Source: an optimization exercise on an open RTL-to-GDS flow (aim: small area, a short achievable clock period and few clock cycles per item). Production flows keep margins and buffers that such runs may drop.
At most, simulation tests tie the RTL to the original design; equivalence was not proved.

Setup of run 1:
Design hyperbolic_exp_cordic, start of the top module:
module hyperbolic_exp_cordic (
    input rstn,
    input clk,
    input signed [NUM_W - 1:0] z0,
    input in_valid,
    output in_ready,
    output reg signed [NUM_W - 1:0] w,
    output reg out_valid,
    input out_ready
);
Size in the first run: roughly 1900 cells after synthesis, about 250 flip-flops, roughly 38 I/O pins.
make LEC_CHECK=0 ABC_AREA=1 CAP_MARGIN=20 CORE_MARGIN=2 CORE_UTILIZATION=40 CTS_CLUSTER_DIAMETER=100 CTS_CLUSTER_SIZE=30 SETUP_SLACK_MARGIN=2.5 SLEW_MARGIN=20 TNS_END_PERCENT=20 finish   # period 5.5 ns
run.sh (not shown) runs the stock make flow with config.mk's settings and CLKGATE_MAP_FILE= SYNTH_SCRIPT=/design/flow/synth_recipe.tcl, a recipe that flattens the netlist after the stock synthesis.
In summary, run 1 completed successfully, with a layout that passed the timing, design-rule and antenna checks.
Testbench counts of run 1, summed over its fixed seeds: cycles 1,120, items 1,024.
### run 1 -> run 2
- CORE_UTILIZATION changed from 40 to 50
- TNS_END_PERCENT removed (was 20)
Results
Of the two values seen for standard cell with the maximum stage delay on the critical path, sky130_fd_sc_hd__edfxtp_1 was produced by run 2 and sky130_fd_sc_hd__clkdlybuf4s50_1 by run 1.
Run 2: final period demand of the worst path is 0.055 ns lower than what run 1 reported.
Relative to run 1, area growth from synthesis to layout has increased by 0.20 points in run 2.
Input-level comparison between run 3 and run 2:
- CORE_UTILIZATION changed from 50 to 40
## What came out
- Routability congestion estimate of run 3 falls short of that of run 2 slightly.
- Per-cell routed wire length of run 3 falls short of that of run 2 slightly.
- Between run 2 and run 3, the maximum clock frequency is lower for run 2.
What run 4 does differently from run 3 at the input level:
- CTS_CLUSTER_SIZE: 30 -> 25
--- outcome ---
- Looking at number of non-clock buffers in the layout, run 4 sits about 0.9% lower than run 3 does.
- Run 4 completed end to end with timing, DRC and antenna clean.
- Required arrival time at the worst endpoint ends up lower on run 4.
- In the final reports, the cell area of run 4 is smaller than that of run 3.
[inputs] run 5 vs run 4
- swapping 25 for 30 in CTS_CLUSTER_SIZE
==> flow/flow/run.sh (new file) <==
#!/bin/bash
# Standard layout, except that every port gets a sky130_fd_sc_hd__buf_2 as its
# buffer instead of the default delay buffer.
set -euo pipefail
bash standard.sh "BUFFER_PORTS_ARGS=-buffer_cell sky130_fd_sc_hd__buf_2" finish > standard.log 2>&1
==> flow/standard.sh (new file) <==
#!/bin/bash
# synth_recipe.tcl (not shown) runs the flow's synth.tcl, then flattens the netlist and writes it again
# the make line also repeats each setting of config.mk as NAME=value (left out here)
make -C /OpenROAD-flow-scripts/flow DESIGN_CONFIG=/design/flow/config.mk WORK_HOME=/design/flow/orfs CLKGATE_MAP_FILE= SYNTH_SCRIPT=/design/flow/synth_recipe.tcl "${@:-finish}"
removed: flow/run.sh
==> results.txt <==
- Between run 4 and run 5, the difference in via count of the first global-routing pass is negligible.
- Per the comparison of run 5 with run 4, critical path depth shows a reduction of 11, cell area fell 0.87%.
- For run 4, the end point of the critical path was dc_0[3], unlike run 5, where it was in_ready.
- Result for run 4 and run 5: all clean
- Clock tree buffer count of the final layout sits lower in run 5 than in run 4.
- There was hardly any difference in post-route fraction of the period consumed by the critical path between run 5 and run 4.

---

Starting RTL as in the previous note.
export LEC_CHECK = 0
export ABC_AREA = 1
export CAP_MARGIN = 20
export CORE_MARGIN = 2
export CORE_UTILIZATION = 40
export CTS_BUF_LIST = sky130_fd_sc_hd__clkbuf_16
export CTS_CLUSTER_DIAMETER = 80
export CTS_CLUSTER_SIZE = 40
export SETUP_SLACK_MARGIN = 2.5
export SLEW_MARGIN = 20
create_clock -name core_clock -period 5.5 [get_ports {clk}]
Stock flow here: none of the scripts above is used.
The first run completed with no timing, DRC or antenna violations.
Testbench counts at the start, summed over its fixed seeds: cycles 1,120, items 1,024.
==> next run, changes <==
- ABC_AREA: 1 -> not set
- CTS_BUF_LIST: sky130_fd_sc_hd__clkbuf_16 -> not set
- CTS_CLUSTER_DIAMETER: 80 -> not set
- CTS_CLUSTER_SIZE: 40 -> not set
After rerunning: The new run completed with no timing, DRC or antenna violations; cell count climbs by about 3%; hold slack is worse by 30 ps; fmax is lower by about 16%; worst setup slack loses 550 ps.
==> next run, changes <==
==> flow/flow/run.sh (new file) <==
#!/bin/bash
# Standard layout, except that every port gets a sky130_fd_sc_hd__buf_2 as its
# buffer instead of the default delay buffer.
set -euo pipefail
bash standard.sh "BUFFER_PORTS_ARGS=-buffer_cell sky130_fd_sc_hd__buf_2" finish > standard.log 2>&1
==> flow/standard.sh (new file) <==
#!/bin/bash
# synth_recipe.tcl (not shown) runs the flow's synth.tcl, then flattens the netlist and writes it again
# the make line also repeats each setting of config.mk as NAME=value (left out here)
make -C /OpenROAD-flow-scripts/flow DESIGN_CONFIG=/design/flow/config.mk WORK_HOME=/design/flow/orfs CLKGATE_MAP_FILE= SYNTH_SCRIPT=/design/flow/synth_recipe.tcl "${@:-finish}"
- ABC_AREA: not set -> 1
removed: flow/run.sh
=>
- The new run produced a clean layout
- clock skew went down by 15 ps
- non-clock buffer count is lower by 106
- global-route usage falls by 0.54 points
==> next run, changes <==
==> flow/run.sh (new file) <==
#!/bin/bash
# synth_recipe.tcl (not shown) runs the flow's synth.tcl, then flattens the netlist and writes it again
# the make line also repeats each setting of config.mk as NAME=value (left out here)
make -C /OpenROAD-flow-scripts/flow DESIGN_CONFIG=/design/flow/config.mk WORK_HOME=/design/flow/orfs CLKGATE_MAP_FILE= SYNTH_SCRIPT=/design/flow/synth_recipe.tcl finish
- CTS_CLUSTER_DIAMETER: not set -> 100
- CTS_CLUSTER_SIZE: not set -> 30
- TNS_END_PERCENT: not set -> 5
removed: flow/flow/run.sh
removed: flow/standard.sh
First-iteration DRC count increases by 22%.
Cell count decreases by about 1.1%.
Worst setup slack degrades by 95 ps.
==> next run, changes <==
- CTS_CLUSTER_DIAMETER: 100 -> not set
- CTS_CLUSTER_SIZE: 30 -> not set
- TNS_END_PERCENT: 5 -> not set
Effect:
- The new run completed without violations
- hold slack degrades by 11 ps
- sequential cell count does not change
- clock skew drops by 25 ps

---

hyperbolic_exp_cordic again, from the RTL that the note above started with.
// hyperbolic_exp_cordic
module hyperbolic_exp_cordic (
    input rstn,
    input clk,
    input signed [NUM_W - 1:0] z0,
    input in_valid,
    output in_ready,
    output reg signed [NUM_W - 1:0] w,
    output reg out_valid,
    input out_ready
);
clock: 5.5 ns
lec_check: 0
abc_area: 1
cap_margin: 20
core_margin: 2
core_utilization: 40
setup_slack_margin: 2.5
slew_margin: 20
standard.sh (not shown) runs the stock make flow with config.mk's settings and CLKGATE_MAP_FILE= SYNTH_SCRIPT=/design/flow/synth_recipe.tcl, a recipe that flattens the netlist after the stock synthesis.
==> flow/flow/run.sh <==
#!/bin/bash
# Standard layout, except that the resizer may swap cells for ones with a
# different footprint (the platform sets MATCH_CELL_FOOTPRINT=1), so the port
# buffers and other cells on critical paths can be upsized freely.
set -euo pipefail
bash standard.sh MATCH_CELL_FOOTPRINT=0 finish > standard.log 2>&1
Testbench counts at the start, summed over its fixed seeds: cycles 1,120, items 1,024.
Edit:
==> flow/run.sh (new file) <==
#!/bin/bash
# synth_recipe.tcl (not shown) runs the flow's synth.tcl, then flattens the netlist and writes it again
# the make line also repeats each setting of config.mk as NAME=value (left out here)
make -C /OpenROAD-flow-scripts/flow DESIGN_CONFIG=/design/flow/config.mk WORK_HOME=/design/flow/orfs CLKGATE_MAP_FILE= SYNTH_SCRIPT=/design/flow/synth_recipe.tcl finish
- SETUP_SLACK_MARGIN: 2.5 -> 2.2
removed: flow/flow/run.sh
removed: flow/standard.sh
=> The new run went through all stages and came out clean. Flip-flop and latch count is unchanged. Register-to-register slack loses 0.26 ns. Routed wire length falls by a few percent. Cell count falls slightly. Synthesized cell count is unchanged. Non-clock buffer count goes down by 37.
Edit:
- SETUP_SLACK_MARGIN: 2.2 -> 2.7
Result: Worst hold slack degrades by 0.0050 ns; worst setup slack improves by 0.46 ns; fmax went up by about 17%; critical path depth is higher by 9; final cell count came out higher by about 3.4%; core utilization is higher by 4.0 points; area after synthesis stays the same.

---

== old ==
hyperbolic_exp_cordic, a different RTL version from the one above (not shown whole).
Size: about 2000 cells after synthesis, roughly 22000 sq um of cells after synthesis.
export LEC_CHECK = 0
export CAP_MARGIN = 20
export CORE_MARGIN = 2
export CORE_UTILIZATION = 40
export SETUP_SLACK_MARGIN = 2.5
export SLEW_MARGIN = 20
create_clock -name core_clock -period 5.5 [get_ports {clk}]
run.sh (not shown) runs the stock make flow with config.mk's settings and CLKGATE_MAP_FILE= SYNTH_SCRIPT=/design/flow/synth_recipe.tcl, a recipe that flattens the netlist after the stock synthesis.
Stock flow here: none of the scripts above is used.
Setup changes, old to new
# old
export LEC_CHECK = 0
export CAP_MARGIN = 20
export CORE_MARGIN = 2
export CORE_UTILIZATION = 40
export SETUP_SLACK_MARGIN = 2.5
export SLEW_MARGIN = 20
create_clock -name core_clock -period 5.5 [get_ports {clk}]
# new
export LEC_CHECK = 0
export CAP_MARGIN = 20
export CORE_MARGIN = 2
export CORE_UTILIZATION = 40
export SETUP_SLACK_MARGIN = 3.0
export SLEW_MARGIN = 20
create_clock -name core_clock -period 5.5 [get_ports {clk}]
Notes after the runs:
Every stage of the flow completed for new, and the final layout passed the timing, design-rule and antenna checks.
From old to new the numbers moved as follows: hold slack was more or less identical, post-route core utilization rose by 7.9 points, via-per-instance ratio now sits at about the same level, setup clock skew after layout has remained practically unchanged.
Sequential share of layout area in new vs old: down 5.7 points
Taking old as the reference, in new final weighted congestion of routability-driven global placement grew by 0.016; wire length increased about 13%.
Function was not checked in any run of this note: the RTL went through the layout flow alone.

afterwards: timing with drivers on the ports:
In the flow no input, the clock included, has a driving cell. The finished layouts below were timed again as built, in two steps.
Step 1 sets driving cells, clkbuf_16 on the clock port and buf_2 on the other inputs (assumed; they add their load-dependent delay and slew).
Step 2 times the ports against the registers' clock, not the clock port: input delays grow and output delays shrink by t, the midpoint of the rising clock arrivals with the driver on.
Three values: no drivers, after step 1, after step 2; two values: the first two.
| run | shift t [ns] | setup slack, ns | worst setup path after step 2 | worst slew at a driven data input, ns |
|---|---|---|---|---|
| run 1 | 0.538 | 2.452 / 2.431 / 2.153 | input to register | 0.04 |
| run 2 | 0.535 | 2.507 / 2.507 / 2.231 | input to register | 0.04 |
| run 3 | 0.538 | 2.631 / 2.631 / 2.152 | input to register | 0.04 |
| run 4 | 0.533 | 2.556 / 2.579 / 2.046 | input to register | 0.04 |
| run 5 | 0.544 | 2.562 / 2.540 / 2.235 | input to register | 0.05 |
| the first run of note 2 | 0.533 | 2.627 / 2.627 / 2.164 | input to register | 0.04 |
| the second run of note 2 | 0.631 | 2.076 / 2.076 / 1.731 | input to register | 0.04 |
| the third run of note 2 | 0.605 | 2.546 / 2.521 / 2.144 | input to register | 0.04 |
| the fourth run of note 2 | 0.538 | 2.452 / 2.431 / 2.114 | input to register | 0.04 |
| the fifth run of note 2 | 0.587 | 2.610 / 2.610 / 2.093 | input to register | 0.03 |
| the first run of note 3 | 0.587 | 2.590 / 2.590 / 2.026 | input to register | 0.04 |
| the second run of note 3 | 0.593 | 2.270 / 2.248 / 1.839 | input to register | 0.03 |
| the third run of note 3 | 0.599 | 2.732 / 2.713 / 2.273 | input to register | 0.05 |
| old | 0.595 | 2.459 / 2.459 / 2.459 | register to register | 0.11 |
| new | 0.615 | 2.724 / 2.724 / 2.489 | input to register | 0.04 |
After both steps setup and hold are still met in every run listed. The setup slack of the first run of note 3, which loses most, moves by 0.000 ns with the drivers and by -0.564 ns with both steps.
